What follows belongs to an exercise in optimizing a design on an open flow for small area; a production flow would make more cautious choices. In this exercise RTL edits were held to simulation tests only and were not proved equivalent to the original. Power and IR drop assume default switching activity.

## flow/design.v

```verilog
module transmitter (
   input  wire       clk,
   input  wire       rst,
   input  wire [7:0] data,
   output wire       load,
   output wire       tx
);
reg  [3:0]  phase;
reg  [12:0] cnt;
wire        wrap = cnt[1] & ~cnt[2] & ~cnt[3] & ~cnt[6] & cnt[7] & ~cnt[8] &
                   ~cnt[9] & cnt[10] & cnt[12];
assign load = wrap && phase == 4'd9;
always @(posedge clk) begin
   if (rst) begin
      phase <= 4'd9;
      cnt   <= 13'd7298;
   end else if (wrap) begin
      phase <= (phase == 4'd10) ? 4'd0 : phase + 4'd1;
      cnt   <= (phase == 4'd9) ? 13'd3649 : 13'd1513;
   end else
      cnt <= {cnt[11:0], cnt[12] ^ cnt[2]};
end
reg t;
always @(*) begin
   case (phase)
      4'd0:    t = 1'b0;
      4'd1:    t = data[0];
      4'd2:    t = data[1];
      4'd3:    t = data[2];
      4'd4:    t = data[3];
      4'd5:    t = data[4];
      4'd6:    t = data[5];
      4'd7:    t = data[6];
      4'd8:    t = data[7];
      default: t = 1'b1;
   endcase
end
assign tx = t;
endmodule
module uart (
   input  wire       clk,
   input  wire       rst,
   input  wire [7:0] range0,
   input  wire [7:0] range1,
   output wire       tx
);
wire       load;
reg  [7:0] data;
reg        ch;
transmitter transmitter_inst (.clk(clk), .rst(rst), .data(data), .load(load), .tx(tx));
always @(posedge clk) begin
   if (rst)
      ch <= 1'b1;
   else if (load)
      ch <= ~ch;
   if (load)
      data <= ch ? range1 : range0;
end
endmodule
module rangesensor (
   input  wire        clk,
   input  wire        rst,
   input  wire        rx,
   input  wire [1:0]  echo,
   output wire        tx,
   output wire [1:0]  trigger,
   output wire [13:0] segments,
   output wire [7:0]  digit_num
);
wire [15:0] digits0, digits1;
wire [7:0]  range0, range1;
reg rst_d;    
reg rst_d2;   
always @(posedge clk) begin
   rst_d  <= rst;
   rst_d2 <= rst_d;
end
uart uart_inst (.clk(clk), .rst(rst), .range0(range0), .range1(range1), .tx(tx));
ranging_module ch0 (.clk(clk), .rst(rst), .rst_d(rst_d), .rst_d2(rst_d2), .echo(echo[0]), .trigger(trigger[0]),
                    .digits(digits0), .range(range0));
ranging_module ch1 (.clk(clk), .rst(rst), .rst_d(rst_d), .rst_d2(rst_d2), .echo(echo[1]), .trigger(trigger[1]),
                    .digits(digits1), .range(range1));
reg  [15:0] div;
wire        strob = ~div[0] & ~div[2] & div[4] & ~div[5] & div[6] & ~div[7] & ~div[8] &
                    ~div[9] & ~div[11] & ~div[12] & div[13] & div[14] & ~div[15];
reg  [1:0]  sel_d;                                        
wire [1:0]  sel = rst_d ? 2'd3 : sel_d + {1'b0, strob};  
always @(posedge clk) begin
   if (rst_d)
      div <= 16'd3853;
   else if (strob)
      div <= 16'd7706;
   else
      div <= {div[14:0], div[15] ^ div[6]};
   sel_d <= sel;
end
wire [3:0] dn = {~(sel == 2'd3), ~(sel == 2'd2), ~(sel == 2'd1), ~(sel == 2'd0)};
assign digit_num = {dn, dn};
indicator ind0 (.clk(clk), .rst(rst), .rst_d(rst_d), .sel(sel_d), .digits(digits0),
                .segments(segments[6:0]));
indicator ind1 (.clk(clk), .rst(rst), .rst_d(rst_d), .sel(sel_d), .digits(digits1),
                .segments(segments[13:7]));
endmodule
module ranging_module (
   input  wire        clk,
   input  wire        rst,
   input  wire        rst_d,
   input  wire        rst_d2,
   input  wire        echo,
   output wire        trigger,
   output wire [15:0] digits,
   output wire [7:0]  range
);
reg  [1:0]  state;
reg  [7:0]  pulse_width;
reg         prev_echo;
reg         prev_echo2;
wire rise = echo & ~prev_echo;
wire fall = prev_echo & ~echo;
reg  [8:0]  pre;
reg  [13:0] cnt;
wire pre_low  = ~|pre[7:0];
wire pre_zero = pre_low & ~pre[8];
localparam [13:0] CNT_END = 14'd6104;
wire term   = (pre == 9'd102) & ~|(cnt & ~CNT_END);
wire listen = state[0] & (state[1] | term);
always @(posedge clk) begin
   if (rst)
      prev_echo <= 1'b0;
   else
      prev_echo <= echo;
   if (rst) begin
      state       <= 2'b00;
      pre         <= 9'd430;
      cnt         <= 14'd15870;
      pulse_width <= 8'd0;
   end else begin
      pre <= {pre[7:0], pre[8] ^ pre[4] ^ pre_low};
      cnt <= cnt - {13'd0, pre_zero};
      if (listen && rise) begin
         state <= 2'b10;
         pre   <= 9'd429;       
         cnt   <= 14'd15871;
      end else case (state)
         2'b00:
            if (term) begin
               state <= 2'b01;
               pre   <= 9'd479;   
               cnt   <= 14'd6106;
            end
         2'b01:
            if (term)
               state <= 2'b11;
         2'b10: begin
            if (fall)
               pulse_width <= ~cnt[7:0];
            if (fall || term) begin
               state <= 2'b00;
               pre   <= 9'd430;   
               cnt   <= 14'd15870;
            end
         end
         default: ;
      endcase
   end
end
assign trigger = (state == 2'b01);
assign range   = pulse_width;
always @(posedge clk)
   prev_echo2 <= prev_echo;
wire rise_d = prev_echo & ~prev_echo2;
wire fall_d = prev_echo2 & ~prev_echo;
wire clr    = rst_d | rise_d;
reg  [8:0] clock_reg2;
wire       cr_end = ~clock_reg2[0] & ~clock_reg2[1] & ~clock_reg2[3] & clock_reg2[4] &
                    ~clock_reg2[5] & ~clock_reg2[7];
reg  [3:0] cnt1, cnt2, cnt3, cnt4;
reg  [3:0] digit1_reg, digit2_reg, digit3_reg, digit4_reg;
wire n1 = cnt1[3] & cnt1[0];
wire n2 = cnt2[3] & cnt2[0];
wire n3 = cnt3[3] & cnt3[0];
wire step = cr_end & ~rst_d;
wire inc1 = step & ~n1;
wire inc2 = step & n1 & ~n2;
wire inc3 = step & n1 & n2 & ~n3;
wire inc4 = step & n1 & n2 & n3;
wire z1 = (clr & ~inc1) | inc2;
wire z2 = (clr & ~inc2) | inc3;
wire z3 = (clr & ~inc3) | inc4;
wire z4 = clr & ~inc4;
function [3:0] bump;    
   input [3:0] x;
   input       inc;
   input       zero;
   bump = (x ^ ({4{inc}} & {x[2] & x[1] & x[0], x[1] & x[0], x[0], 1'b1})) & {4{~zero}};
endfunction
always @(posedge clk) begin
   clock_reg2 <= (clr | cr_end) ? 9'd1 : {clock_reg2[7:0], clock_reg2[8] ^ clock_reg2[1]};
   cnt1 <= bump(cnt1, inc1, z1);
   cnt2 <= bump(cnt2, inc2, z2);
   cnt3 <= bump(cnt3, inc3, z3);
   cnt4 <= bump(cnt4, inc4, z4);
   if (rst_d)
      digit4_reg <= 4'd0;
   else if (fall_d)
      digit4_reg <= cnt4;
   if (fall_d | rst_d2) begin
      digit1_reg <= cnt1;
      digit2_reg <= cnt2;
      digit3_reg <= cnt3;
   end
end
assign digits = {digit4_reg, digit3_reg, digit2_reg, digit1_reg};
endmodule
module indicator (
   input  wire        clk,
   input  wire        rst,
   input  wire        rst_d,
   input  wire [1:0]  sel,       
   input  wire [15:0] digits,    
   output wire [6:0]  segments
);
wire [3:0] data = rst_d ? 4'd6 : digits[sel*4 +: 4];
reg [3:0] last;    
always @(posedge clk) begin
   if (rst)
      last <= 4'd15;
   else if (~data[3] | (~data[2] & ~data[1]))
      last <= data;
end
assign segments[0] = (~last[2] & ~last[0]) | (last[2] & ~last[1] & last[0]) |
                     (~last[3] & last[1]) | (last[3] & ~last[1]);
assign segments[1] = (~last[1] & ~last[0]) | ~last[2] | (~last[3] & last[1] & last[0]);
assign segments[2] = ~last[1] | (~last[2] & last[0]) | (~last[3] & last[2]);
assign segments[3] = (last[1] & ~last[0]) | (~last[2] & ~last[0]) | (~last[2] & last[1]) |
                     (last[2] & ~last[1] & last[0]) | (last[3] & ~last[1]);
assign segments[4] = (last[1] & ~last[0]) | (~last[2] & ~last[0]);
assign segments[5] = (~last[1] & ~last[0]) | (last[2] & ~last[0]) | (last[2] & ~last[1]) |
                     (last[3] & ~last[1]);
assign segments[6] = (last[1] & ~last[0]) | (~last[2] & last[1]) | (last[2] & ~last[1]) |
                     (last[3] & ~last[1]);
endmodule
```

## flow/flow/run.sh

```bash
#!/bin/bash
# Layout flow: the standard flow (standard.sh: the same ORFS make targets
# and settings) with three changes:
#  - synthesis maps the logic with an area-oriented ABC script
#    (flow/abc_area.script) instead of ORFS's speed script; Yosys maps the
#    registers before ABC runs, so they are the standard synthesis's;
#  - CTS does not insert dummy loads (CTS_ARGS, otherwise ORFS's arguments);
#  - every input and output port is buffered with buf_1.
# Output of the make run: flow.log; each ORFS step logs under orfs/logs/.
set -euo pipefail
W=$(pwd)
{
  head -n 1 synth_recipe.tcl
  cat <<EOT
proc abc {args} {
  set i [lsearch \$args -script]
  if {\$i >= 0} { lset args [expr {\$i + 1}] $W/flow/abc_area.script }
  yosys abc {*}\$args
}
EOT
  tail -n +2 synth_recipe.tcl
} > my_synth.tcl
CTS_ARGS="-sink_clustering_enable -repair_clock_nets -dont_use_dummy_load -buf_list sky130_fd_sc_hd__clkbuf_8 -sink_clustering_size 16 -sink_clustering_max_diameter 60"
sed -e "s#SYNTH_SCRIPT=[^ ]*synth_recipe\.tcl#SYNTH_SCRIPT=$W/my_synth.tcl#" \
    -e "s#\"\${@:-finish}\"#'CTS_ARGS=$CTS_ARGS' 'BUFFER_PORTS_ARGS=-buffer_cell sky130_fd_sc_hd__buf_1' \"\${@:-finish}\"#" \
    standard.sh > my_standard.sh
grep -q "SYNTH_SCRIPT=$W/my_synth.tcl" my_standard.sh
grep -q "dont_use_dummy_load" my_standard.sh
bash my_standard.sh > flow.log 2>&1
```

## flow/flow/abc_area.script

```
strash
dch
amap
strash
dch
amap
strash
dch
amap
strash
dch
amap
topo
```

## flow/standard.sh

```bash
#!/bin/bash
# synth_recipe.tcl (not shown) runs the flow's synth.tcl, then flattens the netlist and writes it again
# the make line also repeats each setting of config.mk as NAME=value (left out here)
make -C /OpenROAD-flow-scripts/flow DESIGN_CONFIG=/design/flow/config.mk WORK_HOME=/design/flow/orfs CLKGATE_MAP_FILE= SYNTH_SCRIPT=/design/flow/synth_recipe.tcl "${@:-finish}"
```

## flow/config.mk

```make
export PLATFORM = sky130hd
export DESIGN_NAME = rangesensor
export DESIGN_NICKNAME = rangesensor
export VERILOG_FILES = /design/flow/design.v
export SDC_FILE = /design/flow/constraint.sdc
export NUM_CORES = 4
export LEC_CHECK = 0
export CAP_MARGIN = 20
export CORE_MARGIN = 2
export CORE_UTILIZATION = 40
export CTS_BUF_LIST = sky130_fd_sc_hd__clkbuf_8
export CTS_CLUSTER_DIAMETER = 60
export CTS_CLUSTER_SIZE = 16
export SLEW_MARGIN = 20
```

## flow/constraint.sdc

```tcl
create_clock -name core_clock -period 20.0 [get_ports {clk}]
set_input_delay 4.0000 -clock core_clock [delete_from_list [all_inputs] [get_ports {clk}]]
set_output_delay 4.0000 -clock core_clock [all_outputs]
set_load 0.01 [all_outputs]
```

==> flow_summary.yaml, run 1 <==
outcome:
  status: "complete, no violations"
cts:
  cts.sinks: 206
  htreeDepth: 1
  root_buffer: "clkbuf_8"
  clockBufferDepth: 3
  clk_latency_ns: 0.52
  ctsResizeCount: 0
  clk_pin_slew_worst_paths_ns: 0.09
  cts_setup_buffers: 0
  numCtsBuffers: 18
  ctsHoldBuffers: 0
  cts_tree: "yes"
power_and_ir_drop:
  ir_drop_v: 0.00004439
  power_density_nw_per_um2: 81.35
  p_leak_nw: 2.937
  finalPower_uw: 678.5
critical_path:
  path_cells: "or4_1 > or4_1 > nor4_1 > buf_4 > ha_1 > o21ai_0 > or3_1 > buf_1"
  arrival_ns: 3.00
  critical_path.top_delay_family: "simple AND/OR/NAND/NOR gates"
  reg2regPathDepth: 14
  cp_num_cells: 8
  cp.required_ns: 16.00
  slowest_delay_ns: 0.51
  crit_buf_inv: 2
  path_common_cell: "or4_1"
  path_max_fanout: 11
  critPathSlowestCell: "or4_1"
  regToRegSetupSlack_ns: 16.57
  crit_path_start_kind: "flip-flop"
  crit_path_end_kind: "output pin"
  critPathKind: "reg -> out"
cells_and_area:
  final_nets: 881
  drive_above_1_share: 0.02904
  largest-register: "div"
  syn2layout_area_growth_pct: 8.408
  num_antenna_cells: 0
  top_regs: "div (16), ch0.cnt (14), ch1.cnt (14)"
  fillers: 1840
  layout_commonest_cell: "dfxtp_1"
  largest_reg_flops: 16
  layout_common_cells: "dfxtp_1, nor2_1, clkinv_1, nand2_1, o21ai_0"
global_routing:
  grt_max_degree: 40
  grt_use_total: 0.1453
  gr-total-overflow: 0
  grt_util_met3: 0.02649
  grtUsageMet2: 0.2356
  grt_use_met1: 0.1995
  busiest_layer: "met2"
  grt_first_pass_wirelength_mm: 24.56
  grt_pass1_vias: 5186
  antenna_found_initial: 0
routing:
  wl_per_cell_um: 13.25
  via_per_inst: 5.163
  dr.first_iter.drc_count: 365
  drt-pass1-iter-count: 4
  post-route-drc-count: 0
  vias: 5654
  wl_mm: 14.51
  ant_nets: 0
place:
  dpl_worst_slack_ns: 13.54
  hpwl_mm: 10.06
  place.gp.congestion: 0.7665
  io_buffers: 28
floorplan:
  core.rowCount: 50
  start_util: 0.4099
  fp.dieH_um: 142.7
  die-area_um2: 20360
  die_w_um: 142.7
  io_pins: 30
  core_um2: 18770
min_path:
  hp-class: "reg -> reg"
  hold_path_depth: 0
synth:
  synth_area_leaders: "dfxtp_1, edfxtp_1, nor2_1"
  synth_area_per_cell_um2: 9.440
  synth-main-ff-cell: "dfxtp_1"
  syn_nets: 833
  synth_largest_area_cell: "dfxtp_1"
  async_reset_ff_frac: 0
  yosysTopAreaCellShare: 0.4528
  syn_inst: 815
  yosysUniqueCellTypes: 40
  yosysWarnings: 5
  syn_area_um2: 7694
  synth-seq-cells: 206
  synth_seq_area_share: 0.5777
  synth-edff-count: 32
sta:
  setup_viol: 0
  rsz0062_at_grt: "no"
  post-route-min-period_ns: 7.004
  fin_skew_ns: 0.04831
  worst_pin_slew_ns: 0.7784
  relSlewSlack: 0.4811
  drv_slew: 0
  hold_viol_final: 0
  hold_ws_ns: 0.3786
  post-route-period-util: 0.3502
  finalSetupTns_ns: 0
  final.setup.worst_slack_ns: 13.00
  fmax_ghz: 0.1428
flow_run:
  drv_cap: 0
## cell usage after synthesis (all sizes together) (8+ instances only)
master / number
a31oi: 9
nor4: 8
o21ai: 36
edfxtp: 32
nor3: 30
ha: 13
nand3: 16
nor2b: 25
a211oi: 27
dfxtp: 174
or4: 8
or3: 21
o2111ai: 9
o22ai: 19
a22o: 8
nand2: 50
a21oi: 25
clkinv: 80
a221oi: 10
a22oi: 8
nor2: 153
or2: 9
o221ai: 9
## routing by layer
metal  share of wire  vias to the layer above
met2            0.44                       56
li1                -                     2995
met4           0.017                        0
met1            0.51                     2583
met5               0                        -
met3           0.031                       20
## report_power, final
group          internal [mW]  switching (mW)  total (mW)
Sequential             0.431         0.00608       0.437
Clock                 0.0810           0.127       0.208
Combinational         0.0108          0.0227      0.0336
Total                  0.523           0.156       0.678
## path summary, 6_finish.rpt
kind                      start        endpoint
hold reg to reg   ch0.prev_echo  ch0.prev_echo2
setup / recovery         div[7]    digit_num[0]
hold / removal    ch0.prev_echo  ch0.prev_echo2
setup reg to reg     ch1.pre[3]     ch1.cnt[11]
## worst register-to-register path, cell delays in order (launching register included)
cell and delay, ns:
dfxtp_1 0.31, or4_1 0.53, or3_1 0.32, nor3_1 0.19
nand2_1 0.11, clkinv_1 0.05, ha_1 0.17, nand3_1 0.11
nor2_1 0.14, nand2_1 0.10, nor3_1 0.25, nand2_1 0.12
or3_1 0.44, o311ai_0 0.36, nand2_1 0.10
## through the flow
step           instances  utilization  area (um^2)
2_1_floorplan        815            -         7694
3_3_place_gp        1077       0.4312         8093
3_5_place_dp        1077       0.4312         8093
4_1_cts             1095       0.4444         8341
5_1_grt             1095       0.4444         8341
6_report            1095       0.4444         8341
## final cells by class
type | instances | area, um^2 | share of cell area
flip-flops and latches | 206 | 4444 | 0.5329
well taps | 234 | 292.8 | 0.03510
inverters | 80 | 300.3 | 0.03600
repair buffers | 34 | 151.4 | 0.01815
multi-input cells | 523 | 2904 | 0.3482
clock buffers | 18 | 247.7 | 0.02970
## kinds of logic after synthesis
| group | Yosys count | synth area share |
|---|---|---|
| AND/OR/NAND/NOR | 336 | 0.2033 |
| flip-flops | 206 | 0.5777 |
| AO/OA/AOI/OAI | 174 | 0.1530 |
| buffers and inverters | 86 | 0.04489 |
| adder cells (fa/ha/maj) | 13 | 0.02114 |
==> inputs of run 2 (changes only) <==
--- a/flow/design.v
+++ b/flow/design.v
@@ -121,8 +121,8 @@
 reg  [13:0] cnt;
 wire pre_low  = ~|pre[7:0];
 wire pre_zero = pre_low & ~pre[8];
-localparam [13:0] CNT_END = 14'd6104;
-wire term   = (pre == 9'd102) & ~|(cnt & ~CNT_END);
+localparam [13:0] CNT_END = ~14'd6104;
+wire term   = (pre == 9'd102) & &(cnt | ~CNT_END);
 wire listen = state[0] & (state[1] | term);
 always @(posedge clk) begin
    if (rst)
@@ -132,32 +132,32 @@
    if (rst) begin
       state       <= 2'b00;
       pre         <= 9'd430;
-      cnt         <= 14'd15870;
+      cnt         <= ~14'd15870;
       pulse_width <= 8'd0;
    end else begin
       pre <= {pre[7:0], pre[8] ^ pre[4] ^ pre_low};
-      cnt <= cnt - {13'd0, pre_zero};
+      cnt <= cnt + {13'd0, pre_zero};
       if (listen && rise) begin
          state <= 2'b10;
          pre   <= 9'd429;       
-         cnt   <= 14'd15871;
+         cnt   <= ~14'd15871;
       end else case (state)
          2'b00:
             if (term) begin
                state <= 2'b01;
                pre   <= 9'd479;   
-               cnt   <= 14'd6106;
+               cnt   <= ~14'd6106;
             end
          2'b01:
             if (term)
                state <= 2'b11;
          2'b10: begin
             if (fall)
-               pulse_width <= ~cnt[7:0];
+               pulse_width <= cnt[7:0];
             if (fall || term) begin
                state <= 2'b00;
                pre   <= 9'd430;   
-               cnt   <= 14'd15870;
+               cnt   <= ~14'd15870;
             end
          end
          default: ;
--- a/flow/flow/run.sh
+++ b/flow/flow/run.sh
@@ -20,7 +20,7 @@
 EOT
   tail -n +2 synth_recipe.tcl
 } > my_synth.tcl
-CTS_ARGS="-sink_clustering_enable -repair_clock_nets -dont_use_dummy_load -buf_list sky130_fd_sc_hd__clkbuf_8 -sink_clustering_size 16 -sink_clustering_max_diameter 60"
+CTS_ARGS="-sink_clustering_enable -repair_clock_nets -dont_use_dummy_load -buf_list sky130_fd_sc_hd__clkbuf_8 -sink_clustering_size 20 -sink_clustering_max_diameter 100"
 sed -e "s#SYNTH_SCRIPT=[^ ]*synth_recipe\.tcl#SYNTH_SCRIPT=$W/my_synth.tcl#" \
     -e "s#\"\${@:-finish}\"#'CTS_ARGS=$CTS_ARGS' 'BUFFER_PORTS_ARGS=-buffer_cell sky130_fd_sc_hd__buf_1' \"\${@:-finish}\"#" \
     standard.sh > my_standard.sh
==> flow_summary.yaml, run 2 <==
synth:
  syn_nets: 839
  synth-edff-count: 32
  async_reset_ff_frac: 0
  synth_most_common_cell: "dfxtp_1"
  synth_seq_area_share: 0.5803
  synth-seq-cells: 206
  synth-main-ff-cell: "dfxtp_1"
  yosysTopAreaCellShare: 0.4548
  syn_inst: 821
  syn_area_um2: 7659
  synth_area_per_cell_um2: 9.328
  yosysUniqueCellTypes: 36
  yosysWarnings: 5
  synth_largest_area_cell: "dfxtp_1"
  synth_area_leaders: "dfxtp_1, edfxtp_1, nor2_1"
  synth_common_cells: "dfxtp_1, nor2_1, clkinv_1, nand2_1, nor3_1"
place:
  hpwl_mm: 9.708
  io_buffers: 28
  place.gp.congestion: 0.7736
min_path:
  hp-class: "reg -> reg"
sta:
  fin_skew_ns: 0.05474
  rsz0062_at_grt: "no"
  relSlewSlack: 0.4453
  post-route-period-util: 0.3428
  finalSetupTns_ns: 0
  setup_viol: 0
  worst_pin_slew_ns: 0.8320
  fmax_ghz: 0.1459
  post-route-min-period_ns: 6.856
  drv_slew: 0
  hold_viol_final: 0
  hold_ws_ns: 0.3764
routing:
  drt-pass1-iter-count: 4
  dr.first_iter.drc_count: 267
  post-route-drc-count: 0
  wl_per_cell_um: 12.58
  ant_nets: 0
  wl_mm: 13.78
  vias: 5537
  via_per_inst: 5.057
critical_path:
  crit_path_start_kind: "flip-flop"
  r2r_end: "ch0.cnt[13]"
  cp.required_ns: 16.00
  arrival_ns: 2.86
  cp-endpoint: "digit_num[2]"
  reg2regPathDepth: 15
  cp-startpoint: "div[7]"
  path_max_fanout: 7
  crit_path_end_kind: "output pin"
  regToRegSetupSlack_ns: 16.22
  critPathKind: "reg -> out"
  r2r_start: "ch0.pre[4]"
cts:
  htreeDepth: 1
  cts.sinks: 206
  ctsResizeCount: 0
  root_buffer: "clkbuf_8"
  numCtsBuffers: 14
  ctsHoldBuffers: 0
  clk_pin_slew_worst_paths_ns: 0.12
  clk_latency_ns: 0.50
  cts_tree: "yes"
  cts_setup_buffers: 0
  clockBufferDepth: 3
floorplan:
  core.rowCount: 50
  die_w_um: 142.4
  core_um2: 18770
  io_pins: 30
  fp.dieH_um: 142.4
  die-area_um2: 20270
  start_util: 0.4081
global_routing:
  grt_max_degree: 38
  grt_pass1_vias: 5248
  grt_first_pass_wirelength_mm: 24.30
  grt_use_total: 0.1412
  antenna_found_initial: 0
  gr-total-overflow: 0
cells_and_area:
  drive_above_1_share: 0.02207
  layout_common_cells: "dfxtp_1, nor2_1, clkinv_1, nand2_1, nor3_1"
  syn2layout_area_growth_pct: 7.531
  num_antenna_cells: 0
  largest-register: "div"
  layout_commonest_cell: "dfxtp_1"
  top_regs: "div (16), ch0.cnt (14), ch1.cnt (14)"
  fillers: 1819
  final_nets: 881
  finalCoreUtilization: 0.4388
  largest_reg_flops: 16
power_and_ir_drop:
  power_density_nw_per_um2: 79.49
  p_leak_nw: 2.915
  finalPower_uw: 654.6
  ir_drop_v: 0.00003378
outcome:
  status: "complete, no violations"
flow_run:
  drv_cap: 0
==> run 2: cell types whose count changed after synthesis, moves of 7 or more <==
| cell | change |
|---|---|
| and3_1 | +7 |
| o2111ai_1 | -9 |
| a22oi_1 | +7 |
| nor3_1 | +8 |
| nor2_1 | +17 |
==> run 2: logic make-up (layout without fill, tap and decap cells) <==
kind of cell,Yosys count,count (layout),share of synthesized area
AND/OR/NAND/NOR,357,357,0.2145
flip-flops,206,206,0.5803
AO/OA/AOI/OAI,163,163,0.1408
buffers and inverters,82,122,0.04313
adder cells (fa/ha/maj),13,13,0.02124
==> run 2: final cells by class <==
cell class | instances | area (um^2) | share of cell area
Timing Repair Buffer | 32 | 136.4 | 0.01656
Sequential cell | 206 | 4444 | 0.5397
Multi-Input combinational cell | 533 | 2884 | 0.3502
Tap cell | 234 | 292.8 | 0.03555
Clock buffer | 14 | 192.7 | 0.02340
Inverter | 76 | 285.3 | 0.03464
==> run 2: how the worst min path moves through the flow <==
| stage | start | endpoint | cells past startpoint |
|---|---|---|---|
| 3_3_place_gp | ch0.prev_echo | ch0.prev_echo2 | 0 |
| 5_1_grt | ch1.clock_reg2[6] | ch1.clock_reg2[7] | 1 |
| 6_report | ch1.clock_reg2[6] | ch1.clock_reg2[7] | 1 |
| 3_5_place_dp | ch0.prev_echo | ch0.prev_echo2 | 0 |
| 4_1_cts | ch1.clock_reg2[6] | ch1.clock_reg2[7] | 1 |
| 2_1_floorplan | ch0.prev_echo | ch0.prev_echo2 | 0 |
==> run 2: critical path: stages (launching register included) <==
cell and delay (ns):
dfxtp_1 0.32, or4_1 0.51, nor3_1 0.41, buf_4 0.24, ha_1 0.17, o21ai_0 0.08
a21oi_1 0.23, clkinv_1 0.16, nand2_1 0.11, buf_1 0.16
==> run 2: power by group <==
part / switching (mW) / internal, mW / total (mW)
Combinational: 0.0219 / 0.0106 / 0.0325
Clock: 0.121 / 0.0639 / 0.185
Sequential: 0.00625 / 0.431 / 0.437
==> run 2: metal layers <==
metal  track usage  wire length, um  share of wire
met5             0                0              0
met4       0.03283              235          0.017
met3       0.02456              352          0.026
met2        0.2309             6054           0.44
met1        0.1960             7133           0.52
==> run 2: metrics by stage <==
stage          cell area (um^2)  cells  setup WS [ns]
3_5_place_dp               8043   1081          13.64
3_3_place_gp               8043   1081          13.64
6_report                   8235   1095          13.14
5_1_grt                    8235   1095          12.82
2_1_floorplan              7659    821          13.73
4_1_cts                    8235   1095          13.07
==> inputs of run 3 (changes only) <==
--- a/flow/flow/run.sh
+++ b/flow/flow/run.sh
@@ -20,7 +20,7 @@
 EOT
   tail -n +2 synth_recipe.tcl
 } > my_synth.tcl
-CTS_ARGS="-sink_clustering_enable -repair_clock_nets -dont_use_dummy_load -buf_list sky130_fd_sc_hd__clkbuf_8 -sink_clustering_size 20 -sink_clustering_max_diameter 100"
+CTS_ARGS="-sink_clustering_enable -repair_clock_nets -dont_use_dummy_load -buf_list sky130_fd_sc_hd__clkbuf_8 -sink_clustering_size 18 -sink_clustering_max_diameter 80"
 sed -e "s#SYNTH_SCRIPT=[^ ]*synth_recipe\.tcl#SYNTH_SCRIPT=$W/my_synth.tcl#" \
     -e "s#\"\${@:-finish}\"#'CTS_ARGS=$CTS_ARGS' 'BUFFER_PORTS_ARGS=-buffer_cell sky130_fd_sc_hd__buf_1' \"\${@:-finish}\"#" \
     standard.sh > my_standard.sh
==> flow_summary.yaml, run 3 <==
synth:
  syn_inst: 821
  synth-seq-cells: 206
  synth_area_leaders: "dfxtp_1, edfxtp_1, nor2_1"
  synth-edff-count: 32
  yosysTopAreaCellShare: 0.4548
  async_reset_ff_frac: 0
  synth-main-ff-cell: "dfxtp_1"
  synth_largest_area_cell: "dfxtp_1"
  yosysWarnings: 5
  synth_common_cells: "dfxtp_1, nor2_1, clkinv_1, nand2_1, nor3_1"
  synth_most_common_cell: "dfxtp_1"
  syn_area_um2: 7659
  synth_area_per_cell_um2: 9.328
  yosysUniqueCellTypes: 36
  synth_seq_area_share: 0.5803
  syn_nets: 839
routing:
  wl_per_cell_um: 12.54
  via_per_inst: 5.099
  wl_mm: 13.74
  dr.first_iter.drc_count: 268
  drt-pass1-iter-count: 5
  post-route-drc-count: 0
  vias: 5588
  ant_nets: 0
cells_and_area:
  layout_common_cells: "dfxtp_1, nor2_1, clkinv_1, nand2_1, nor3_1"
  largest_reg_flops: 16
  top_regs: "div (16), ch0.cnt (14), ch1.cnt (14)"
  layout_commonest_cell: "dfxtp_1"
  syn2layout_area_growth_pct: 7.711
  num_antenna_cells: 0
  drive_above_1_share: 0.02320
  fillers: 1832
  largest-register: "div"
  final_nets: 882
sta:
  setup_viol: 0
  finalSetupTns_ns: 0
  relSlewSlack: 0.4558
  post-route-period-util: 0.3430
  fmax_ghz: 0.1458
  hold_viol_final: 0
  drv_slew: 0
  final.setup.worst_slack_ns: 13.14
  post-route-min-period_ns: 6.859
  fin_skew_ns: 0.02823
  rsz0062_at_grt: "no"
  worst_pin_slew_ns: 0.8162
cts:
  ctsResizeCount: 0
  cts.sinks: 206
  cts_setup_buffers: 0
  ctsHoldBuffers: 0
  clk_latency_ns: 0.48
  clk_pin_slew_worst_paths_ns: 0.11
  numCtsBuffers: 15
  htreeDepth: 1
  clockBufferDepth: 3
  cts_tree: "yes"
  root_buffer: "clkbuf_8"
flow_run:
  drv_cap: 0
global_routing:
  grt_pass1_vias: 5241
  grt_first_pass_wirelength_mm: 24.32
  antenna_found_initial: 0
  gr-total-overflow: 0
  grt_max_degree: 38
  grt_use_total: 0.1413
critical_path:
  reg2regPathDepth: 15
  slowest_delay_ns: 0.51
  r2r_start: "ch0.pre[4]"
  arrival_ns: 2.86
  crit_buf_inv: 3
  path_max_fanout: 7
  critical_path.top_delay_family: "simple AND/OR/NAND/NOR gates"
  crit_path_end_kind: "output pin"
  regToRegSetupSlack_ns: 16.18
  crit_path_start_kind: "flip-flop"
  critPathSlowestCell: "or4_1"
  cp.required_ns: 16.00
  path_cells: "or4_1 > nor3_1 > buf_4 > ha_1 > o21ai_0 > a21oi_1 > clkinv_1 > nand2_1 > buf_1"
  r2r_end: "ch0.cnt[13]"
  critPathKind: "reg -> out"
power_and_ir_drop:
  intPower_uw: 509.7
  p_leak_nw: 2.922
  net-switching-power_uw: 150.2
  pwr-share-comb: 0.049
  power_density_nw_per_um2: 79.99
  netSwitchingFraction: 0.2276
  pwr-share-seq: 0.662
  power_frac_clock: 0.288
  ir_drop_v: 0.00004644
floorplan:
  die-area_um2: 20270
  start_util: 0.4081
  fp.dieH_um: 142.4
  die_w_um: 142.4
  io_pins: 30
  core.rowCount: 50
  core_um2: 18770
place:
  hpwl_mm: 9.708
  place.gp.congestion: 0.7736
  dpl_worst_slack_ns: 13.64
  io_buffers: 28
min_path:
  worstHoldStart: "ch0.prev_echo"
  hp-class: "reg -> reg"
  hold_path_end: "ch0.prev_echo2"
  hold_path_depth: 0
outcome:
  status: "complete, no violations"
## run 3: cell counts after synthesis
No cell type changed its count.
## run 3: cell type report
cell class | instances | area, um^2 | share of cell area
Multi-Input combinational cell | 533 | 2884 | 0.3496
Sequential cell | 206 | 4444 | 0.5388
Inverter | 76 | 285.3 | 0.03458
Tap cell | 234 | 292.8 | 0.03549
Timing Repair Buffer | 32 | 136.4 | 0.01653
Clock buffer | 15 | 206.4 | 0.02503
## run 3: metal layers
| metal | GRT usage | wire (um) | vias to the layer above | part of all wire |
|---|---|---|---|---|
| met3 | 0.02557 | 443 | 24 | 0.032 |
| met2 | 0.2301 | 6064 | 68 | 0.44 |
| met5 | 0 | 0 | - | 0 |
| met1 | 0.1937 | 6923 | 2520 | 0.50 |
| met4 | 0.03960 | 307 | 0 | 0.022 |
| li1 | - | - | 2976 | - |
## run 3: kinds of logic after synthesis
logic type,count (synthesis),share of synthesized area
buffers and inverters,82,0.04313
flip-flops,206,0.5803
AO/OA/AOI/OAI,163,0.1408
adder cells (fa/ha/maj),13,0.02124
AND/OR/NAND/NOR,357,0.2145
## run 3: power groups by stage
stage	Combinational, mW	Clock, mW	Sequential, mW
after floorplan	0.0228	0	0.445
after global placement	0.0328	0	0.447
after detailed placement	0.0329	0	0.447
after CTS	0.0331	0.199	0.437
after global routing	0.0375	0.214	0.439
final	0.0325	0.190	0.437
## run 3: worst max-delay path by stage
stage | from | endpoint | slack [ns] | cells past startpoint
2_1_floorplan | div[7] | digit_num[6] | 13.73 | 8
3_3_place_gp | div[7] | digit_num[6] | 13.64 | 9
3_5_place_dp | div[7] | digit_num[2] | 13.64 | 9
4_1_cts | div[7] | digit_num[2] | 13.08 | 9
5_1_grt | div[7] | digit_num[3] | 12.82 | 9
6_report | div[7] | digit_num[2] | 13.14 | 9
## run 3: metrics by stage
| step | total power, mW | instance area, um^2 | hold WS (ns) | cells | utilization |
|---|---|---|---|---|---|
| 6_report | 0.6599 | 8249 | 0.3822 | 1096 | 0.4395 |
| 5_1_grt | 0.6899 | 8249 | 0.3994 | 1096 | 0.4395 |
| 4_1_cts | 0.6693 | 8249 | 0.3877 | 1096 | 0.4395 |
| 3_5_place_dp | 0.4795 | 8043 | 0.3732 | 1081 | 0.4285 |
| 3_3_place_gp | 0.4794 | 8043 | 0.3699 | 1081 | 0.4285 |
| 2_1_floorplan | 0.4681 | 7659 | 0.3549 | 821 | - |
==> inputs of run 4 (changes only) <==
==> flow/flow/abc_area.script (replaced) <==
strash
dch
amap
strash
dch
amap
strash
dch
amap
strash
dch
amap
strash
dch
amap
strash
dch
amap
topo
--- a/flow/config.mk
+++ b/flow/config.mk
@@ -9,6 +9,6 @@
 export CORE_MARGIN = 2
 export CORE_UTILIZATION = 40
 export CTS_BUF_LIST = sky130_fd_sc_hd__clkbuf_8
-export CTS_CLUSTER_DIAMETER = 60
-export CTS_CLUSTER_SIZE = 16
+export CTS_CLUSTER_DIAMETER = 80
+export CTS_CLUSTER_SIZE = 18
 export SLEW_MARGIN = 20
==> flow_summary.yaml, run 4 <==
outcome:
  status: "complete, no violations"
critical_path:
  cp_num_cells: 9
  slowest_delay_ns: 0.51
  regToRegSetupSlack_ns: 16.45
  critPathSlowestCell: "or4_1"
  crit_path_end_kind: "output pin"
  critical_path.top_delay_family: "simple AND/OR/NAND/NOR gates"
  path_max_fanout: 11
  path_cells: "or4_1 > nor3_1 > buf_4 > ha_1 > o21ai_0 > a21oi_1 > clkinv_1 > nand2_1 > buf_1"
  cp.required_ns: 16.00
  reg2regPathDepth: 14
  crit_path_start_kind: "flip-flop"
  critPathKind: "reg -> out"
  crit_buf_inv: 3
  arrival_ns: 2.56
cts:
  htreeDepth: 1
  cts_tree: "yes"
  cts_setup_buffers: 0
  cts.sinks: 206
  ctsResizeCount: 0
  clk_latency_ns: 0.49
  numCtsBuffers: 15
  ctsHoldBuffers: 0
  root_buffer: "clkbuf_8"
  clk_pin_slew_worst_paths_ns: 0.11
  clockBufferDepth: 3
global_routing:
  grt_use_total: 0.1437
  gr-total-overflow: 0
  grt_max_degree: 39
  grt_pass1_vias: 5117
  antenna_found_initial: 0
  grt_first_pass_wirelength_mm: 24.25
cells_and_area:
  num_antenna_cells: 0
  layout_commonest_cell: "dfxtp_1"
  regArea_um2: 4444
  largest-register: "div"
  final_nets: 872
  top_regs: "div (16), ch0.cnt (14), ch1.cnt (14)"
  syn2layout_area_growth_pct: 7.928
  multi_input_area_um2: 2887
  largest_reg_flops: 16
  fillers: 1855
  layout_common_cells: "dfxtp_1, nor2_1, clkinv_1, nand2_1, nor3_1"
  drive_above_1_share: 0.02582
routing:
  wl_per_cell_um: 12.89
  post-route-drc-count: 0
  via_per_inst: 5.099
  dr.first_iter.drc_count: 255
  drt-pass1-iter-count: 4
  vias: 5537
  wl_mm: 14.00
  ant_nets: 0
synth:
  synth-edff-count: 32
  yosysUniqueCellTypes: 37
  synth-seq-cells: 206
  synth_fa_ha_area_frac: 0.02129
  syn_inst: 809
  synth-main-ff-cell: "dfxtp_1"
  async_reset_ff_frac: 0
  synth-compound-area-share: 0.1425
  synth-simple-area-share: 0.2129
  synth_area_per_cell_um2: 9.442
  syn_area_um2: 7639
  synth_common_cells: "dfxtp_1, nor2_1, clkinv_1, nand2_1, nor3_1"
  yosysTopAreaCellShare: 0.4560
  synth_top_family_by_area: "simple AND/OR/NAND/NOR gates"
  yosysWarnings: 5
  syn_nets: 827
  synth-xor-area-share: 0.001147
  synth_area_leaders: "dfxtp_1, edfxtp_1, nor2_1"
  synth_most_common_cell: "dfxtp_1"
  synth_seq_area_share: 0.5818
  synth_largest_area_cell: "dfxtp_1"
  yosys-mux-area-fraction: 0
place:
  io_buffers: 28
  hpwl_mm: 9.878
  place.gp.congestion: 0.7512
  dpl_worst_slack_ns: 13.55
power_and_ir_drop:
  power_frac_clock: 0.288
  netSwitchingFraction: 0.2279
  pwr-share-seq: 0.661
  net-switching-power_uw: 150.6
  intPower_uw: 510.2
  ir_drop_v: 0.00004610
  pwr-share-comb: 0.051
  finalPower_uw: 660.8
  p_leak_nw: 2.943
  power_density_nw_per_um2: 80.15
sta:
  final.setup.worst_slack_ns: 13.44
  post-route-period-util: 0.3282
  fmax_ghz: 0.1523
  fin_skew_ns: 0.04325
  relSlewSlack: 0.4770
  hold_viol_final: 0
  rsz0062_at_grt: "no"
  post-route-min-period_ns: 6.564
  drv_slew: 0
  worst_pin_slew_ns: 0.7845
  finalSetupTns_ns: 0
  setup_viol: 0
min_path:
  hold_path_depth: 0
  hp-class: "reg -> reg"
floorplan:
  die_w_um: 142.2
  die-area_um2: 20220
  start_util: 0.4084
  core_um2: 18710
  io_pins: 30
  core.rowCount: 50
  fp.dieH_um: 142.2
flow_run:
  drv_cap: 0
run 4: layout make-up:
| class | count | share of cell area |
|---|---|---|
| inverters | 70 | 0.03187 |
| repair buffers | 34 | 0.01836 |
| clock buffers | 15 | 0.02504 |
| well taps | 234 | 0.03551 |
| multi-input cells | 527 | 0.3501 |
| flip-flops and latches | 206 | 0.5391 |
run 4: logic make-up after synthesis:
| group | after synthesis |
|---|---|
| compound gates | 161 |
| buf+inv | 76 |
| xor+xnor | 1 |
| flops | 206 |
| fa+ha+maj | 13 |
| simple gates | 352 |
run 4: final timing paths:
kind | to | start
max reg2reg | ch1.cnt[12] | ch1.pre[3]
min | ch0.prev_echo2 | ch0.prev_echo
max | digit_num[6] | div[7]
min reg2reg | ch0.prev_echo2 | ch0.prev_echo
run 4: worst register-to-register path, delay by kind of cell, from the launching register on:
kind            cells  cell delay, ns
compound gates      2            0.31
fa+ha+maj           2            0.41
buf+inv             1            0.08
flops               1            0.33
simple gates        9            2.36
run 4: per-stage QoR:
stage          hold slack, ns  instance area (um^2)  cells  utilization
6_report               0.3808                  8244   1086       0.4407
5_1_grt                0.3949                  8244   1086       0.4407
4_1_cts                0.3844                  8244   1086       0.4407
3_5_place_dp           0.3696                  8038   1071       0.4297
3_3_place_gp           0.3675                  8038   1071       0.4297
2_1_floorplan          0.3549                  7639    809            -
run 4: power groups by stage:
stage	Combinational [mW]	Sequential, mW	Clock (mW)
finish	0.0335	0.437	0.190
global route	0.0387	0.439	0.215
CTS	0.0341	0.437	0.202
detailed placement	0.0341	0.446	0
global placement	0.0338	0.446	0
floorplan	0.0230	0.445	0
run 4: per-layer routing:
layer / track usage / routed length, um
met1: 0.2036 / 7120
met2: 0.2273 / 6153
met3: 0.02423 / 414
met4: 0.04000 / 311
met5: 0 / 0
==> inputs of run 5 (changes only) <==
--- a/flow/design.v
+++ b/flow/design.v
@@ -7,18 +7,18 @@
 );
 reg  [3:0]  phase;
 reg  [12:0] cnt;
-wire        wrap = cnt[1] & ~cnt[2] & ~cnt[3] & ~cnt[6] & cnt[7] & ~cnt[8] &
-                   ~cnt[9] & cnt[10] & cnt[12];
+wire        wrap = ~cnt[1] & cnt[2] & cnt[3] & cnt[6] & ~cnt[7] & cnt[8] &
+                   cnt[9] & ~cnt[10] & ~cnt[12];
 assign load = wrap && phase == 4'd9;
 always @(posedge clk) begin
    if (rst) begin
       phase <= 4'd9;
-      cnt   <= 13'd7298;
+      cnt   <= ~13'd7298;
    end else if (wrap) begin
       phase <= (phase == 4'd10) ? 4'd0 : phase + 4'd1;
-      cnt   <= (phase == 4'd9) ? 13'd3649 : 13'd1513;
+      cnt   <= (phase == 4'd9) ? ~13'd3649 : ~13'd1513;
    end else
-      cnt <= {cnt[11:0], cnt[12] ^ cnt[2]};
+      cnt <= {cnt[11:0], ~(cnt[12] ^ cnt[2])};
 end
 reg t;
 always @(*) begin
@@ -81,17 +81,17 @@
 ranging_module ch1 (.clk(clk), .rst(rst), .rst_d(rst_d), .rst_d2(rst_d2), .echo(echo[1]), .trigger(trigger[1]),
                     .digits(digits1), .range(range1));
 reg  [15:0] div;
-wire        strob = ~div[0] & ~div[2] & div[4] & ~div[5] & div[6] & ~div[7] & ~div[8] &
-                    ~div[9] & ~div[11] & ~div[12] & div[13] & div[14] & ~div[15];
+wire        strob = div[0] & div[2] & ~div[4] & div[5] & ~div[6] & div[7] & div[8] &
+                    div[9] & div[11] & div[12] & ~div[13] & ~div[14] & div[15];
 reg  [1:0]  sel_d;                                        
 wire [1:0]  sel = rst_d ? 2'd3 : sel_d + {1'b0, strob};  
 always @(posedge clk) begin
    if (rst_d)
-      div <= 16'd3853;
+      div <= ~16'd3853;
    else if (strob)
-      div <= 16'd7706;
+      div <= ~16'd7706;
    else
-      div <= {div[14:0], div[15] ^ div[6]};
+      div <= {div[14:0], ~(div[15] ^ div[6])};
    sel_d <= sel;
 end
 wire [3:0] dn = {~(sel == 2'd3), ~(sel == 2'd2), ~(sel == 2'd1), ~(sel == 2'd0)};
==> flow_summary.yaml, run 5 <==
floorplan:
  die_w_um: 142.0
  die-area_um2: 20150
  start_util: 0.4070
  io_pins: 30
  core_um2: 18710
  fp.dieH_um: 142.0
  core.rowCount: 50
critical_path:
  crit_path_end_kind: "output pin"
  crit_path_start_kind: "flip-flop"
  slowest_delay_ns: 0.67
  arrival_ns: 3.08
  cp.required_ns: 16.00
  crit_buf_inv: 4
  critical_path.top_delay_family: "simple AND/OR/NAND/NOR gates"
  critPathKind: "reg -> out"
  path_max_fanout: 7
  critPathSlowestCell: "nor4_1"
  path_cells: "clkinv_1 > nor3_1 > nand4_1 > nor4_1 > buf_4 > ha_1 > o21ai_0 > a21oi_1 > clkinv_1 > nand2_1 > buf_1"
  path_common_cell: "clkinv_1"
sta:
  rsz0062_at_grt: "no"
  post-route-min-period_ns: 7.077
  worst_pin_slew_ns: 1.015
  setup_viol: 0
  relSlewSlack: 0.3179
  fin_skew_ns: 0.05428
  post-route-period-util: 0.3538
  drv_slew: 0
  final.setup.worst_slack_ns: 12.92
  fmax_ghz: 0.1413
  hold_viol_final: 0
  finalSetupTns_ns: 0
cts:
  htreeDepth: 1
  cts_setup_buffers: 0
  clk_latency_ns: 0.51
  cts_tree: "yes"
  ctsResizeCount: 0
  cts.sinks: 206
  clk_pin_slew_worst_paths_ns: 0.10
  clockBufferDepth: 3
  ctsHoldBuffers: 0
  numCtsBuffers: 15
  root_buffer: "clkbuf_8"
synth:
  synth-edff-count: 32
  synth_area_leaders: "dfxtp_1, edfxtp_1, nor2_1"
  yosysUniqueCellTypes: 37
  yosysWarnings: 5
  syn_area_um2: 7614
  synth_most_common_cell: "dfxtp_1"
  synth_seq_area_share: 0.5837
  synth-main-ff-cell: "dfxtp_1"
  synth-seq-cells: 206
  synth_largest_area_cell: "dfxtp_1"
  syn_nets: 824
  syn_inst: 806
  synth_common_cells: "dfxtp_1, nor2_1, clkinv_1, nand2_1, o21ai_0"
  synth_area_per_cell_um2: 9.446
  async_reset_ff_frac: 0
  yosysTopAreaCellShare: 0.4575
routing:
  wl_mm: 14.12
  wl_met2_mm: 6.249
  drt-pass1-iter-count: 4
  ant_nets: 0
  wl_per_cell_um: 13.04
  via_per_inst: 5.109
  route.met3.wl_um: 491
  top_layer: "met4"
  post-route-drc-count: 0
  wl_met1_mm: 7.111
  vias: 5533
  dr.first_iter.drc_count: 252
cells_and_area:
  largest_reg_flops: 16
  final_nets: 869
  num_antenna_cells: 0
  design_area_um2: 8223
  layout_commonest_cell: "dfxtp_1"
  drive_above_1_share: 0.02591
  layout_common_cells: "dfxtp_1, nor2_1, clkinv_1, nand2_1, o21ai_0"
  top_regs: "div (16), ch0.cnt (14), ch1.cnt (14)"
  largest-register: "div"
  fillers: 1813
  syn2layout_area_growth_pct: 8.003
  finalCoreUtilization: 0.4396
global_routing:
  grt_pass1_vias: 5199
  grt_use_total: 0.1463
  grt_max_degree: 31
  antenna_found_initial: 0
  grt_first_pass_wirelength_mm: 24.56
  gr-total-overflow: 0
flow_run:
  drv_cap: 0
power_and_ir_drop:
  ir_drop_v: 0.00004259
  finalPower_uw: 665.1
  p_leak_nw: 2.912
  power_density_nw_per_um2: 80.88
place:
  hpwl_mm: 9.917
  io_buffers: 28
  place.gp.congestion: 0.8111
  placed_area_um2: 8011
  dpl_worst_slack_ns: 13.36
min_path:
  hp-class: "reg -> reg"
outcome:
  status: "complete, no violations"
==> run 5: cell type report <==
class                      count  area, um^2  area share
inverter                      65       244.0     0.02967
multi-input combinational    529        2885      0.3509
tap                          234       292.8     0.03561
sequential                   206        4444      0.5405
clock buffer                  15       206.4     0.02511
timing repair buffer          34       150.1     0.01826
==> run 5: logic make-up after synthesis <==
logic type / Yosys count / synth area share
AND/OR/NAND/NOR: 345 / 0.2113
flip-flops: 206 / 0.5837
AO/OA/AOI/OAI: 171 / 0.1456
buffers and inverters: 71 / 0.03796
adder cells (fa/ha/maj): 13 / 0.02136
==> run 5: path summary, 6_finish.rpt <==
| check | start | depth (start not counted) | to | slack [ns] |
|---|---|---|---|---|
| worst min-delay path | ch0.prev_echo | 0 | ch0.prev_echo2 | 0.36 |
| worst max register to register | ch1.pre[3] | 16 | ch1.cnt[12] | 16.58 |
| worst max-delay path | div[8] | 11 | digit_num[6] | 12.92 |
| worst min register to register | ch0.prev_echo | 0 | ch0.prev_echo2 | 0.36 |
==> run 5: routing by layer <==
metal / vias to the layer above / global-route usage
met5: - / 0
met4: 0 / 0.03895
met3: 23 / 0.02692
met2: 62 / 0.2345
met1: 2516 / 0.2044
li1: 2932 / -
==> run 5: power breakdown <==
part / leakage (nW) / internal, mW / switching [mW]
Combinational: 1.03 / 0.0118 / 0.0236
Sequential: 1.77 / 0.432 / 0.00694
Clock: 0.108 / 0.0682 / 0.123
Total: 2.91 / 0.512 / 0.153
==> run 5: through the flow <==
stage / instances / hold slack [ns]
6_report: 1083 / 0.3576
5_1_grt: 1083 / 0.3683
4_1_cts: 1083 / 0.3566
3_5_place_dp: 1068 / 0.3679
3_3_place_gp: 1068 / 0.3746
2_1_floorplan: 806 / 0.3549
==> inputs of run 6 (changes only) <==
--- a/flow/flow/run.sh
+++ b/flow/flow/run.sh
@@ -20,7 +20,7 @@
 EOT
   tail -n +2 synth_recipe.tcl
 } > my_synth.tcl
-CTS_ARGS="-sink_clustering_enable -repair_clock_nets -dont_use_dummy_load -buf_list sky130_fd_sc_hd__clkbuf_8 -sink_clustering_size 18 -sink_clustering_max_diameter 80"
+CTS_ARGS="-sink_clustering_enable -repair_clock_nets -dont_use_dummy_load -buf_list sky130_fd_sc_hd__clkbuf_8 -sink_clustering_size 18 -sink_clustering_max_diameter 80 -sink_clustering_levels 1"
 sed -e "s#SYNTH_SCRIPT=[^ ]*synth_recipe\.tcl#SYNTH_SCRIPT=$W/my_synth.tcl#" \
     -e "s#\"\${@:-finish}\"#'CTS_ARGS=$CTS_ARGS' 'BUFFER_PORTS_ARGS=-buffer_cell sky130_fd_sc_hd__buf_1' \"\${@:-finish}\"#" \
     standard.sh > my_standard.sh
==> flow_summary.yaml, run 6 <==
outcome:
  status: "complete, no violations"
sta:
  rsz0062_at_grt: "no"
  post-route-period-util: 0.3538
  worst_pin_slew_ns: 1.015
  fin_skew_ns: 0.05428
  hold_viol_final: 0
  relSlewSlack: 0.3179
  fmax_ghz: 0.1413
  drv_slew: 0
  post-route-min-period_ns: 7.077
  finalSetupTns_ns: 0
  setup_viol: 0
cells_and_area:
  largest-register: "div"
  layout_common_cells: "dfxtp_1, nor2_1, clkinv_1, nand2_1, o21ai_0"
  largest_reg_flops: 16
  syn2layout_area_growth_pct: 8.003
  num_antenna_cells: 0
  layout_commonest_cell: "dfxtp_1"
  drive_above_1_share: 0.02591
  top_regs: "div (16), ch0.cnt (14), ch1.cnt (14)"
  final_nets: 869
  design_area_um2: 8223
  final_cells: 1083
place:
  hpwl_mm: 9.917
  io_buffers: 28
  place.gp.congestion: 0.8111
  placed_area_um2: 8011
  dp_cells: 1068
routing:
  post-route-drc-count: 0
  ant_nets: 0
  wl_mm: 14.12
  via_per_inst: 5.109
  drt-pass1-iter-count: 4
  vias: 5533
  dr.first_iter.drc_count: 252
  wl_per_cell_um: 13.04
cts:
  cts.sinks: 206
  ctsResizeCount: 0
  root_buffer: "clkbuf_8"
  clk_pin_slew_worst_paths_ns: 0.10
  numCtsBuffers: 15
  clk_latency_ns: 0.51
  cts_tree: "yes"
  ctsHoldBuffers: 0
  cts_setup_buffers: 0
  htreeDepth: 1
  clockBufferDepth: 3
power_and_ir_drop:
  p_leak_nw: 2.912
  pwr-share-comb: 0.053
  pwr-share-seq: 0.659
  ir_drop_v: 0.00004259
  netSwitchingFraction: 0.2307
  intPower_uw: 511.6
  finalPower_uw: 665.1
  power_frac_clock: 0.287
  power_density_nw_per_um2: 80.88
  net-switching-power_uw: 153.5
critical_path:
  r2r_end: "ch1.cnt[12]"
  critPathSlowestCell: "nor4_1"
  path_cells: "clkinv_1 > nor3_1 > nand4_1 > nor4_1 > buf_4 > ha_1 > o21ai_0 > a21oi_1 > clkinv_1 > nand2_1 > buf_1"
  regToRegSetupSlack_ns: 16.58
  critPathKind: "reg -> out"
  arrival_ns: 3.08
  path_common_cell: "clkinv_1"
  crit_path_start_kind: "flip-flop"
  cp.required_ns: 16.00
  cp-endpoint: "digit_num[6]"
  reg2regPathDepth: 16
  r2r_start: "ch1.pre[3]"
  crit_path_end_kind: "output pin"
  path_max_fanout: 7
  slowest_delay_ns: 0.67
  cp-startpoint: "div[8]"
synth:
  synth-main-ff-cell: "dfxtp_1"
  syn_area_um2: 7614
  yosys-mux-area-fraction: 0
  synth-seq-cells: 206
  async_reset_ff_frac: 0
  syn_inst: 806
  synth-edff-count: 32
  synth_fa_ha_area_frac: 0.02136
  synth_seq_area_share: 0.5837
  synth_largest_area_cell: "dfxtp_1"
  syn_nets: 824
  yosysTopAreaCellShare: 0.4575
  synth_top_family_by_area: "simple AND/OR/NAND/NOR gates"
  synth_area_leaders: "dfxtp_1, edfxtp_1, nor2_1"
  yosysWarnings: 5
  yosysUniqueCellTypes: 37
  synth-xor-area-share: 0
  synth_area_per_cell_um2: 9.446
  synth_common_cells: "dfxtp_1, nor2_1, clkinv_1, nand2_1, o21ai_0"
  synth-compound-area-share: 0.1456
  synth_most_common_cell: "dfxtp_1"
  synth-simple-area-share: 0.2113
floorplan:
  die_w_um: 142.0
  fp.dieH_um: 142.0
  core.rowCount: 50
  die-area_um2: 20150
  start_util: 0.4070
  io_pins: 30
  core_um2: 18710
global_routing:
  grt_use_total: 0.1463
  gr-total-overflow: 0
  antenna_found_initial: 0
  grt_first_pass_wirelength_mm: 24.56
  grt_pass1_vias: 5199
  grt_max_degree: 31
min_path:
  hp-class: "reg -> reg"
  hold_path_depth: 0
flow_run:
  drv_cap: 0
## run 6: worst min-delay path by stage
stage,from,end
6_report,ch0.prev_echo,ch0.prev_echo2
5_1_grt,ch0.prev_echo,ch0.prev_echo2
4_1_cts,ch0.prev_echo,ch0.prev_echo2
3_5_place_dp,ch0.prev_echo,ch0.prev_echo2
3_3_place_gp,ch0.prev_echo,ch0.prev_echo2
2_1_floorplan,ch0.prev_echo,ch0.prev_echo2
## run 6: worst max-delay path: cells and delay by family (launching register included)
family	cells	cell delay (ns)
fa+ha+maj	1	0.16
flops	1	0.33
buf+inv	4	0.67
compound gates	2	0.31
simple gates	4	1.10
## run 6: power by group through the flow
stage | sequential, mW | clock (mW) | combinational [mW]
global route | 0.440 | 0.214 | 0.0409
detailed placement | 0.448 | 0 | 0.0357
CTS | 0.439 | 0.202 | 0.0358
finish | 0.438 | 0.191 | 0.0354
global placement | 0.448 | 0 | 0.0354
floorplan | 0.446 | 0 | 0.0244
## run 6: cell type report
cell class              instances  area [um^2]
repair buffers                 34        150.1
clock buffers                  15        206.4
well taps                     234        292.8
flip-flops and latches        206         4444
inverters                      65        244.0
fillers                      1813        10480
multi-input cells             529         2885
## run 6: metrics by stage
step                      utilization  hold slack [ns]  worst slack, ns
final                          0.4396           0.3576            12.92
after global routing           0.4396           0.3683            12.54
after CTS                      0.4393           0.3566            12.86
after detailed placement       0.4283           0.3679            13.36
after global placement         0.4283           0.3746            13.32
after floorplan                     -           0.3549            13.64
## run 6: cell families after synthesis
logic type	count (synthesis)
AOI/OAI and AO/OA	171
adders and majority gates	13
buffers and inverters	71
DFF	206
and+or+nand+nor	345
## run 6: per-layer routing
metal,wire (um),vias up,track usage
met5,0,-,0
met4,270,0,0.03895
met3,491,23,0.02692
met2,6249,62,0.2345
met1,7111,2516,0.2044
li1,-,2932,-
==> inputs of run 7 (changes only) <==
--- a/flow/flow/run.sh
+++ b/flow/flow/run.sh
@@ -20,7 +20,7 @@
 EOT
   tail -n +2 synth_recipe.tcl
 } > my_synth.tcl
-CTS_ARGS="-sink_clustering_enable -repair_clock_nets -dont_use_dummy_load -buf_list sky130_fd_sc_hd__clkbuf_8 -sink_clustering_size 18 -sink_clustering_max_diameter 80 -sink_clustering_levels 1"
+CTS_ARGS="-sink_clustering_enable -repair_clock_nets -dont_use_dummy_load -buf_list sky130_fd_sc_hd__clkbuf_4 -sink_clustering_size 10 -sink_clustering_max_diameter 50"
 sed -e "s#SYNTH_SCRIPT=[^ ]*synth_recipe\.tcl#SYNTH_SCRIPT=$W/my_synth.tcl#" \
     -e "s#\"\${@:-finish}\"#'CTS_ARGS=$CTS_ARGS' 'BUFFER_PORTS_ARGS=-buffer_cell sky130_fd_sc_hd__buf_1' \"\${@:-finish}\"#" \
     standard.sh > my_standard.sh
==> flow_summary.yaml, run 7 <==
outcome:
  status: "complete, no violations"
synth:
  synth_area_per_cell_um2: 9.446
  synth_area_leaders: "dfxtp_1, edfxtp_1, nor2_1"
  yosysTopAreaCellShare: 0.4575
  synth_common_cells: "dfxtp_1, nor2_1, clkinv_1, nand2_1, o21ai_0"
  syn_area_um2: 7614
  yosysWarnings: 5
  syn_inst: 806
  syn_nets: 824
  synth-edff-count: 32
  synth_largest_area_cell: "dfxtp_1"
  synth_seq_area_share: 0.5837
  synth-main-ff-cell: "dfxtp_1"
  yosysUniqueCellTypes: 37
  synth_most_common_cell: "dfxtp_1"
  async_reset_ff_frac: 0
  synth-seq-cells: 206
sta:
  fin_skew_ns: 0.06770
  rsz0062_at_grt: "no"
  worst_pin_slew_ns: 1.020
  drv_slew: 0
  setup_viol: 0
  hold_viol_final: 0
  post-route-period-util: 0.3606
  finalSetupTns_ns: 0
  post-route-min-period_ns: 7.211
  relSlewSlack: 0.3151
  fmax_ghz: 0.1387
critical_path:
  crit_path_end_kind: "output pin"
  crit_path_start_kind: "flip-flop"
  arrival_ns: 3.21
  critPathKind: "reg -> out"
  path_max_fanout: 7
  cp.required_ns: 16.00
cells_and_area:
  multi_input_area_um2: 2885
  syn2layout_area_growth_pct: 7.790
  largest_reg_flops: 16
  fillers: 1827
  layout_commonest_cell: "dfxtp_1"
  largest-register: "div"
  layout_common_cells: "dfxtp_1, nor2_1, clkinv_1, nand2_1, o21ai_0"
  drive_above_1_share: 0.03725
  regArea_um2: 4444
  final_nets: 879
  top_regs: "div (16), ch0.cnt (14), ch1.cnt (14)"
routing:
  wl_mm: 14.16
  via_per_inst: 5.104
  post-route-drc-count: 0
  wl_per_cell_um: 12.95
  drt-pass1-iter-count: 4
  dr.first_iter.drc_count: 203
  ant_nets: 0
  vias: 5584
flow_run:
  drv_cap: 0
power_and_ir_drop:
  finalPower_uw: 656.5
  p_leak_nw: 2.919
  net-switching-power_uw: 155.5
  intPower_uw: 500.9
  ir_drop_v: 0.00005397
  pwr-share-seq: 0.668
  pwr-share-comb: 0.054
  power_density_nw_per_um2: 79.99
  power_frac_clock: 0.278
  netSwitchingFraction: 0.2369
cts:
  root_buffer: "clkbuf_4"
  cts.sinks: 206
  clk_latency_ns: 0.64
  numCtsBuffers: 25
  ctsResizeCount: 0
  cts_tree: "yes"
  htreeDepth: 1
  ctsHoldBuffers: 0
  clockBufferDepth: 3
  cts_setup_buffers: 0
  clk_pin_slew_worst_paths_ns: 0.10
global_routing:
  grt_use_total: 0.1479
  grt_first_pass_wirelength_mm: 24.85
  gr-total-overflow: 0
  grt_pass1_vias: 5270
  grt_max_degree: 31
  antenna_found_initial: 1
place:
  hpwl_mm: 9.917
  io_buffers: 28
  place.gp.congestion: 0.8111
floorplan:
  start_util: 0.4070
  core.rowCount: 50
  die-area_um2: 20150
  fp.dieH_um: 142.0
  die_w_um: 142.0
  io_pins: 30
  core_um2: 18710
min_path:
  hp-class: "reg -> reg"
run 7: area by class of cell:
type                       count  area share
sequential                   206      0.5415
multi-input combinational    529      0.3516
tap                          234     0.03568
inverter                      65     0.02973
clock buffer                  25     0.02287
timing repair buffer          34     0.01830
antenna                        1   0.0003049
run 7: critical path, stage by stage (launching register included):
cell	delay, ns
dfxtp_1	0.32
clkinv_1	0.08
nor3_1	0.23
nand4_1	0.12
nor4_1	0.67
buf_4	0.29
ha_1	0.16
o21ai_0	0.07
a21oi_1	0.23
clkinv_1	0.15
nand2_1	0.10
buf_1	0.16
run 7: metrics by stage:
step	area, um^2	cells	hold WS (ns)	util	worst slack [ns]
after floorplan	7614	806	0.3549	-	13.64
after detailed placement	8011	1068	0.3679	0.4283	13.36
after global routing	8207	1094	0.3907	0.4387	12.41
after CTS	8199	1093	0.3664	0.4383	12.70
after global placement	8011	1068	0.3746	0.4283	13.32
final	8207	1094	0.3724	0.4387	12.79
run 7: power by group through the flow:
| stage | Clock (mW) | Sequential, mW | Combinational, mW |
|---|---|---|---|
| 2_1_floorplan | 0 | 0.446 | 0.0244 |
| 3_3_place_gp | 0 | 0.448 | 0.0354 |
| 3_5_place_dp | 0 | 0.448 | 0.0357 |
| 4_1_cts | 0.193 | 0.439 | 0.0358 |
| 5_1_grt | 0.208 | 0.440 | 0.0410 |
| 6_report | 0.183 | 0.438 | 0.0353 |
run 7: path summary, 6_finish.rpt:
| path | start | to | slack [ns] | cells past startpoint |
|---|---|---|---|---|
| worst max-delay path | div[8] | digit_num[6] | 12.79 | 11 |
| worst min-delay path | ch0.prev_echo | ch0.prev_echo2 | 0.37 | 0 |
| worst max register to register | ch1.pre[4] | ch1.cnt[12] | 16.58 | 16 |
| worst min register to register | ch0.prev_echo | ch0.prev_echo2 | 0.37 | 0 |
run 7: metal layers:
layer / vias to the layer above / global-route usage / wire, um
li1: 2967 / - / -
met1: 2518 / 0.2059 / 6986
met2: 73 / 0.2345 / 6295
met3: 26 / 0.02826 / 561
met4: 0 / 0.04474 / 319
met5: - / 0 / 0
run 7: cells by family after synthesis:
family | after synthesis | share of synthesized area
compound gates | 171 | 0.1456
fa+ha+maj | 13 | 0.02136
buf+inv | 71 | 0.03796
flops | 206 | 0.5837
simple gates | 345 | 0.2113
==> inputs of run 8 (changes only) <==
--- a/flow/config.mk
+++ b/flow/config.mk
@@ -11,4 +11,5 @@
 export CTS_BUF_LIST = sky130_fd_sc_hd__clkbuf_8
 export CTS_CLUSTER_DIAMETER = 80
 export CTS_CLUSTER_SIZE = 18
+export GPL_TIMING_DRIVEN = 0
 export SLEW_MARGIN = 20
==> flow_summary.yaml, run 8 <==
critical_path:
  crit_buf_inv: 5
  critical_path.top_delay_family: "simple AND/OR/NAND/NOR gates"
  crit_path_end_kind: "output pin"
  cp.required_ns: 16.00
  r2r_start: "ch1.pre[4]"
  cp-startpoint: "div[8]"
  critPathKind: "reg -> out"
  critPathSlowestCell: "nor4_2"
  path_max_fanout: 8
  arrival_ns: 2.98
sta:
  post-route-min-period_ns: 6.980
  rsz0062_at_grt: "no"
  hold_viol_final: 0
  post-route-period-util: 0.3490
  worst_pin_slew_ns: 0.7832
synth:
  synth_area_per_cell_um2: 9.446
  yosysTopAreaCellShare: 0.4575
  yosysUniqueCellTypes: 37
  synth_seq_area_share: 0.5837
  async_reset_ff_frac: 0
  synth_common_cells: "dfxtp_1, nor2_1, clkinv_1, nand2_1, o21ai_0"
  synth-seq-cells: 206
  syn_area_um2: 7614
  syn_nets: 824
  yosysWarnings: 5
power_and_ir_drop:
  pwr-share-comb: 0.052
  power_frac_clock: 0.279
  intPower_uw: 500.5
  net-switching-power_uw: 156.4
  netSwitchingFraction: 0.2381
  finalPower_uw: 657.0
  pwr-share-seq: 0.669
  ir_drop_v: 0.00003664
  p_leak_nw: 2.933
cts:
  cts_tree: "yes"
  root_buffer: "clkbuf_4"
  ctsResizeCount: 0
  numCtsBuffers: 25
  clockBufferDepth: 3
  clk_pin_slew_worst_paths_ns: 0.10
  cts.sinks: 206
  htreeDepth: 1
  clk_latency_ns: 0.65
  cts_setup_buffers: 0
global_routing:
  antenna_found_initial: 1
  grt_max_degree: 32
  grt_pass1_vias: 5220
  gr-total-overflow: 0
  grt_use_total: 0.1469
routing:
  wl_per_cell_um: 12.90
  drt-pass1-iter-count: 4
  via_per_inst: 5.123
  wl_mm: 14.15
  post-route-drc-count: 0
  dr.first_iter.drc_count: 293
  vias: 5620
cells_and_area:
  top_regs: "div (16), ch0.cnt (14), ch1.cnt (14)"
  finalCoreUtilization: 0.4409
  layout_common_cells: "dfxtp_1, nor2_1, clkinv_1, nand2_1, o21ai_0"
  drive_above_1_share: 0.04646
  largest_reg_flops: 16
  final_nets: 881
  largest-register: "div"
  layout_commonest_cell: "dfxtp_1"
floorplan:
  die_w_um: 142.0
  start_util: 0.4070
  die-area_um2: 20150
place:
  hpwl_mm: 9.786
  io_buffers: 28
min_path:
  hp-class: "reg -> reg"
outcome:
  status: "complete, no violations"
## run 8: changes by cell type in the layout (fill, tap and decap cells not counted), moves of 2 or more
cell,previous run,this run
buf_2,0,2
nor3_1,30,28
nor3_2,1,3
nor4_1,7,5
nor4_2,0,2
## run 8: cell type report
type / instances / area (um^2)
Buffer: 6 / 45.04
Tap cell: 234 / 292.8
Clock buffer: 25 / 187.7
Fill cell: 1813 / 10460
Timing Repair Buffer: 30 / 118.9
Sequential cell: 206 / 4446
Antenna cell: 2 / 5.005
Multi-Input combinational cell: 529 / 2908
Inverter: 65 / 244.0
## run 8: through the flow
stage | cell area [um^2] | worst slack (ns) | instances
2_1_floorplan | 7614 | 13.64 | 806
3_5_place_dp | 8038 | 13.32 | 1070
3_3_place_gp | 8011 | 12.45 | 1068
4_1_cts | 8225 | 12.90 | 1095
5_1_grt | 8247 | 12.60 | 1097
6_report | 8247 | 13.02 | 1097
## run 8: worst register-to-register path, stage by stage (launching register included)
cell	delay (ns)
dfxtp_1	0.33
or4_1	0.53
or3_1	0.34
nor4_1	0.32
ha_1	0.24
ha_1	0.19
clkinv_1	0.08
nor3_1	0.24
nand2_1	0.10
nor2_1	0.12
and2_0	0.17
nand2_1	0.08
nor2_1	0.17
nand3_1	0.14
nor2b_1	0.12
o22ai_1	0.08
nor2_1	0.09
## run 8: path summary, 6_finish.rpt
path / slack (ns) / to / depth (start not counted)
min: 0.38 / ch0.prev_echo2 / 0
max reg2reg: 16.59 / ch1.cnt[12] / 16
min reg2reg: 0.38 / ch0.prev_echo2 / 0
max: 13.02 / digit_num[6] / 12
## run 8: kinds of logic after synthesis
family / share of synthesized area
flip-flops: 0.5837
AO/OA/AOI/OAI: 0.1456
AND/OR/NAND/NOR: 0.2113
buffers and inverters: 0.03796
adder cells (fa/ha/maj): 0.02136
## run 8: power by group through the flow
stage | registers (mW) | logic [mW] | clock network (mW)
2_1_floorplan | 0.446 | 0.0244 | 0
3_3_place_gp | 0.449 | 0.0339 | 0
3_5_place_dp | 0.449 | 0.0342 | 0
4_1_cts | 0.439 | 0.0344 | 0.193
5_1_grt | 0.441 | 0.0394 | 0.210
6_report | 0.439 | 0.0342 | 0.183
## run 8: metal layers
layer / global-route usage / up-vias / wire [um]
li1: - / 2966 / -
met1: 0.2007 / 2568 / 7092
met4: 0.04105 / 0 / 306
met3: 0.03028 / 25 / 476
met2: 0.2376 / 61 / 6270
met5: 0 / - / 0

separate check: timing with driven ports:
No port has a modelled driver above. Below, the same layouts with a new extraction and two added sets of constraints.
Step 1 sets driving cells, clkbuf_16 on the clock port and buf_2 on the other inputs (assumed; they add their load-dependent delay and slew).
Step 2 also shifts input and output timing later by t, the mid clock arrival at the registers, as if the neighbouring blocks saw the same clock.
a / b / c = ideal / step 1 / step 2; a / b = the first two.
run | t (ns) | setup WS [ns]
run 1 | 0.532 | 12.996 / 12.958 / 13.489
run 2 | 0.508 | 13.144 / 13.105 / 13.613
run 3 | 0.514 | 13.141 / 13.100 / 13.614
run 4 | 0.508 | 13.436 / 13.399 / 13.581
run 5 | 0.525 | 12.923 / 12.881 / 13.406
run 6 | 0.525 | 12.923 / 12.881 / 13.406
run 7 | 0.645 | 12.789 / 12.750 / 13.394
run 8 | 0.654 | 13.020 / 12.984 / 13.321
After both steps setup and hold are still met in every run listed.
